From an optimization exercise on the open Yosys and OpenROAD flow, aimed at small area; shortcuts taken in it are not production practice.
RTL that was checked went through simulation tests only; none was proved equivalent to the original.

== rev 12 ==
==> module vga_controller, before the edit <==
module vga_controller (
    input  logic       clk,
    input  logic       rst,
    output logic [9:0] x,        
    output logic [9:0] y,        
    output logic [9:0] yn,       
    output logic       hs,
    output logic       vs,
    output logic       vde
);
    logic       xlast, ylast;
    logic [9:0] xi, yi;
    logic [10:0] cx, cy;
    assign cx[0] = 1'b1;
    assign cy[0] = 1'b1;
    for (genvar i = 0; i < 10; i++) begin : g_inc
        assign xi[i]   = x[i] ^ cx[i];
        assign cx[i+1] = x[i] & cx[i];
        assign yi[i]   = y[i] ^ cy[i];
        assign cy[i+1] = y[i] & cy[i];
    end
    assign xlast = (x == 10'd799);
    assign ylast = (y == 10'd524);
    assign yn = rst ? 10'd0 : xlast ? (ylast ? 10'd0 : yi) : y;
    always_ff @(posedge clk) begin
        x  <= (rst | xlast) ? 10'd0 : xi;
        y  <= yn;
        hs <= ~rst & ~((x >= 10'd655) & (x <= 10'd750));
        vs <= ~rst & ~((y == 10'd489) | (y == 10'd490));
    end
    assign vde = ~(x[9] & (x[8] | x[7])) & ~y[9] & ~(y[8] & y[7] & y[6] & y[5]);
endmodule
==> module wal_video, before the edit <==
module wal_video (
    input  logic        clk,
    input  logic        rst,         
    input  logic        reg_we,
    input  logic [3:0]  reg_addr,    
    input  logic [31:0] reg_wdata,
    output logic [11:0] vram_addr,
    input  logic [31:0] vram_rdata,
    output logic        hs,
    output logic        vs,
    output logic        vde,
    output logic [3:0]  red,
    output logic [3:0]  green,
    output logic [3:0]  blue
);
    logic [9:0] x, y, yn;
    vga_controller vga (
        .clk(clk), .rst(rst), .x(x), .y(y), .yn(yn),
        .hs(hs), .vs(vs), .vde(vde)
    );
    logic [7:0]      scene;
    logic [9:0][9:0] sx;
    logic [9:0][8:0] sy;
    logic [9:0][2:0] ty;
    logic [9:0]      fx, fy, hx, hit;
    logic [9:0][3:0] sxl;
    logic [9:0][4:0] syl;
    logic [11:0] wsx, wsy;
    logic [6:0]  wtype;
    logic        wvalid, wfx, wfy;
    logic [2:0]  wty;
    logic [9:0]  ddx;
    logic [8:0]  ddy;
    assign wsx    = reg_wdata[23:12];
    assign wsy    = reg_wdata[11:0];
    assign wtype  = reg_wdata[30:24];
    assign wvalid = reg_wdata[31] & (wsx[11:10] == 2'd0) & ~(wsx[9] & (wsx[8] | wsx[7]))
                  & (wsy[11:9] == 3'd0) & ~(wsy[8] & wsy[7] & wsy[6] & wsy[5]);
    logic        cdx, cdy;
    rca #(10) a_dx (.a(x), .b(~wsx[9:0]), .ci(1'b1), .s(ddx), .co(cdx));
    rca #(9)  a_dy (.a(yn[8:0]), .b(~wsy[8:0]), .ci(1'b1), .s(ddy), .co(cdy));
    assign wfx    = ~rst & (ddx[9:4] == 6'd0);
    assign wfy    = wvalid & (ddy[8:5] == 4'd0);
    always_comb begin
        case (wtype)
            7'd0:    wty = 3'b000;
            7'd1:    wty = 3'b010;
            7'd2:    wty = 3'b011;
            7'd3:    wty = 3'b100;
            7'd4:    wty = 3'b110;
            7'd5:    wty = 3'b111;
            default: wty = 3'b001;
        endcase
    end
    always_ff @(posedge clk) begin
        if (reg_we && reg_addr == 4'd10)
            scene <= reg_wdata[7:0];
    end
    for (genvar i = 0; i < 10; i++) begin : g_spr
        logic we;
        assign we = reg_we && (reg_addr == 4'(i));
        assign hx[i]  = (x == sx[i]) | (fx[i] & (x[3:0] != sx[i][3:0]));
        assign hit[i] = hx[i] & fy[i];
        assign sxl[i] = sx[i][3:0];
        assign syl[i] = sy[i][4:0];
        always_ff @(posedge clk) begin
            if (we) begin
                sx[i] <= wsx[9:0];
                sy[i] <= wvalid ? wsy[8:0] : 9'h1ff;
                ty[i] <= wty;
                fx[i] <= wfx;
                fy[i] <= wfy;
            end else begin
                fx[i] <= ~rst & hx[i];
                fy[i] <= (yn[8:0] == sy[i]) | (fy[i] & (yn != 10'd0) & (yn[4:0] != sy[i][4:0]));
            end
        end
    end
    color_mapper cm (
        .x(x), .y(y), .scene(scene),
        .vram_addr(vram_addr), .vram_rdata(vram_rdata),
        .hit(hit), .ty(ty), .sxl(sxl), .syl(syl),
        .red(red), .green(green), .blue(blue)
    );
endmodule
export LEC_CHECK = 0
export ABC_AREA = 1
export CAP_MARGIN = 0
export CORE_MARGIN = 2
export CORE_UTILIZATION = 40
export CTS_CLUSTER_DIAMETER = 70
export CTS_CLUSTER_SIZE = 24
export SLEW_MARGIN = 0
export SYNTH_MEMORY_MAX_BITS = 32768
create_clock -name core_clock -period 18.0 [get_ports {clk}]
standard.sh (not shown) runs the stock make flow with config.mk's settings and CLKGATE_MAP_FILE= SYNTH_SCRIPT=/design/flow/synth_recipe.tcl, a recipe that flattens the netlist after the stock synthesis.
==> flow/flow/run.sh <==
#!/bin/bash
# Own layout flow: the standard layout (standard.sh), except that
#  - synthesis maps the combinational logic with an area-oriented ABC script
#    (flow/area.script); everything else in synthesis, including the
#    registers, is the standard synthesis (flow/my_synth.tcl is
#    synth_recipe.tcl with the abc call's script swapped);
#  - synthesis leaves adders to ABC instead of mapping them to the
#    library's full/half-adder cells (ADDER_MAP_FILE empty);
#  - port buffers are the smallest buffer (sky130_fd_sc_hd__buf_1).
set -euo pipefail
W=$(pwd)
F=$W/flow
sed "s#SYNTH_SCRIPT=[^ ]*#SYNTH_SCRIPT=$F/my_synth.tcl#" standard.sh > $W/my_standard.sh
grep -q "SYNTH_SCRIPT=$F/my_synth.tcl" $W/my_standard.sh
export MY_ABC_SCRIPT=$F/area.script
export ADDER_MAP_FILE=
export BUFFER_PORTS_ARGS="-buffer_cell sky130_fd_sc_hd__buf_1"
bash $W/my_standard.sh finish > $W/flow_make.log 2>&1
==> flow/flow/area.script <==
strash
ifraig
scorr
dc2
dch -f
amap -m -F 2 -A 6
strash
dch -f
amap -m -F 2 -A 6
topo
==> flow/flow/my_synth.tcl <==
proc synth {args} { yosys synth -nofsm -noshare {*}$args }
proc abc {args} {
  set i [lsearch -exact $args -script]
  if {$i >= 0} { set args [lreplace $args $i [expr {$i+1}] -script $::env(MY_ABC_SCRIPT)] }
  yosys abc {*}$args
}
source $::env(SCRIPTS_DIR)/synth.tcl
# left out here: clear keep_hierarchy, flatten, clean up, hide names made inside functions, write 1_2_yosys.v
--- input diff rev 12..rev 13 ---
--- a/flow/design.v
+++ b/flow/design.v
@@ -1413,17 +1413,16 @@
 module vga_controller (
     input  logic       clk,
     input  logic       rst,
     output logic [9:0] x,        
     output logic [9:0] y,        
-    output logic [9:0] yn,       
     output logic       hs,
     output logic       vs,
     output logic       vde
 );
     logic       xlast, ylast;
-    logic [9:0] xi, yi;
+    logic [9:0] xi, yi, yn;
     logic [10:0] cx, cy;
     assign cx[0] = 1'b1;
     assign cy[0] = 1'b1;
     for (genvar i = 0; i < 10; i++) begin : g_inc
         assign xi[i]   = x[i] ^ cx[i];
@@ -1537,38 +1536,31 @@
     output logic        vde,
     output logic [3:0]  red,
     output logic [3:0]  green,
     output logic [3:0]  blue
 );
-    logic [9:0] x, y, yn;
+    logic [9:0] x, y;
     vga_controller vga (
-        .clk(clk), .rst(rst), .x(x), .y(y), .yn(yn),
+        .clk(clk), .rst(rst), .x(x), .y(y),
         .hs(hs), .vs(vs), .vde(vde)
     );
     logic [7:0]      scene;
     logic [9:0][9:0] sx;
     logic [9:0][8:0] sy;
     logic [9:0][2:0] ty;
-    logic [9:0]      fx, fy, hx, hit;
+    logic [9:0]      hit;
     logic [9:0][3:0] sxl;
     logic [9:0][4:0] syl;
     logic [11:0] wsx, wsy;
     logic [6:0]  wtype;
-    logic        wvalid, wfx, wfy;
+    logic        wvalid;
     logic [2:0]  wty;
-    logic [9:0]  ddx;
-    logic [8:0]  ddy;
     assign wsx    = reg_wdata[23:12];
     assign wsy    = reg_wdata[11:0];
     assign wtype  = reg_wdata[30:24];
     assign wvalid = reg_wdata[31] & (wsx[11:10] == 2'd0) & ~(wsx[9] & (wsx[8] | wsx[7]))
                   & (wsy[11:9] == 3'd0) & ~(wsy[8] & wsy[7] & wsy[6] & wsy[5]);
-    logic        cdx, cdy;
-    rca #(10) a_dx (.a(x), .b(~wsx[9:0]), .ci(1'b1), .s(ddx), .co(cdx));
-    rca #(9)  a_dy (.a(yn[8:0]), .b(~wsy[8:0]), .ci(1'b1), .s(ddy), .co(cdy));
-    assign wfx    = ~rst & (ddx[9:4] == 6'd0);
-    assign wfy    = wvalid & (ddy[8:5] == 4'd0);
     always_comb begin
         case (wtype)
             7'd0:    wty = 3'b000;
             7'd1:    wty = 3'b010;
             7'd2:    wty = 3'b011;
@@ -1580,27 +1572,34 @@
     end
     always_ff @(posedge clk) begin
         if (reg_we && reg_addr == 4'd10)
             scene <= reg_wdata[7:0];
     end
+    logic [5:0] xh1;
+    logic [3:0] yh1;
+    logic       cxh, cyh;
+    rca #(6) a_xh (.a(x[9:4]), .b(6'h3f), .ci(1'b0), .s(xh1), .co(cxh));
+    rca #(4) a_yh (.a(y[8:5]), .b(4'hf), .ci(1'b0), .s(yh1), .co(cyh));
     for (genvar i = 0; i < 10; i++) begin : g_spr
-        logic we;
-        assign we = reg_we && (reg_addr == 4'(i));
-        assign hx[i]  = (x == sx[i]) | (fx[i] & (x[3:0] != sx[i][3:0]));
-        assign hit[i] = hx[i] & fy[i];
+        logic we, ltx, lty, hx, hy, nbx, nby;
+        logic [3:0] dxs;
+        logic [4:0] dys;
+        assign we  = reg_we && (reg_addr == 4'(i));
+        rca #(4) a_lx (.a(x[3:0]), .b(~sx[i][3:0]), .ci(1'b1), .s(dxs), .co(nbx));
+        rca #(5) a_ly (.a(y[4:0]), .b(~sy[i][4:0]), .ci(1'b1), .s(dys), .co(nby));
+        assign ltx = ~nbx;
+        assign lty = ~nby;
+        assign hx  = ltx ? (xh1 == sx[i][9:4]) : (x[9:4] == sx[i][9:4]);
+        assign hy  = lty ? (yh1 == sy[i][8:5]) : (y[8:5] == sy[i][8:5]);
+        assign hit[i] = hx & hy;
         assign sxl[i] = sx[i][3:0];
         assign syl[i] = sy[i][4:0];
         always_ff @(posedge clk) begin
             if (we) begin
                 sx[i] <= wsx[9:0];
-                sy[i] <= wvalid ? wsy[8:0] : 9'h1ff;
+                sy[i] <= wvalid ? wsy[8:0] : 9'd480;
                 ty[i] <= wty;
-                fx[i] <= wfx;
-                fy[i] <= wfy;
-            end else begin
-                fx[i] <= ~rst & hx[i];
-                fy[i] <= (yn[8:0] == sy[i]) | (fy[i] & (yn != 10'd0) & (yn[4:0] != sy[i][4:0]));
             end
         end
     end
     color_mapper cm (
         .x(x), .y(y), .scene(scene),
## What came out
Going from rev 12 to rev 13, the layout multi-input combinational cell count was found to have gone up by 4.8%.
Diff rev 12 -> rev 13: cell total after placement +about 1.1%; total stage count of the critical path +about 2.2%; wire length +0.35%; number of enable flip-flop cells after synthesis ~0 delta.
For rev 12, the worst setup path startpoint was vga.x[3]$_SDFF_PP0_, unlike rev 13, where it was vga.y[2]$_SDFFE_PP0P_.
Only the layout flow was run in rev 12; the RTL was not checked for function there.

==> re-timing with driven ports <==
No port has a modelled driver above. Below, the same layouts with a new extraction and two added sets of constraints.
Step 1, drivers: a clkbuf_16 drives clk and a buf_2 each remaining input, both assumed.
Step 2, shift: input delay + t, output delay - t, t = (earliest + latest rising clock arrival at the registers) / 2. This alone moves slack from input paths to output paths.
a / b / c = ideal ports / drivers / drivers and shift; a / b = the first two.
run	t, ns	setup slack, ns	worst slew at a driven data input, ns
rev 12	0.562	1.856 / 1.807 / 2.370	0.06
rev 13	0.561	1.049 / 1.001 / 1.562	0.04
After both steps every run listed still meets setup and hold.
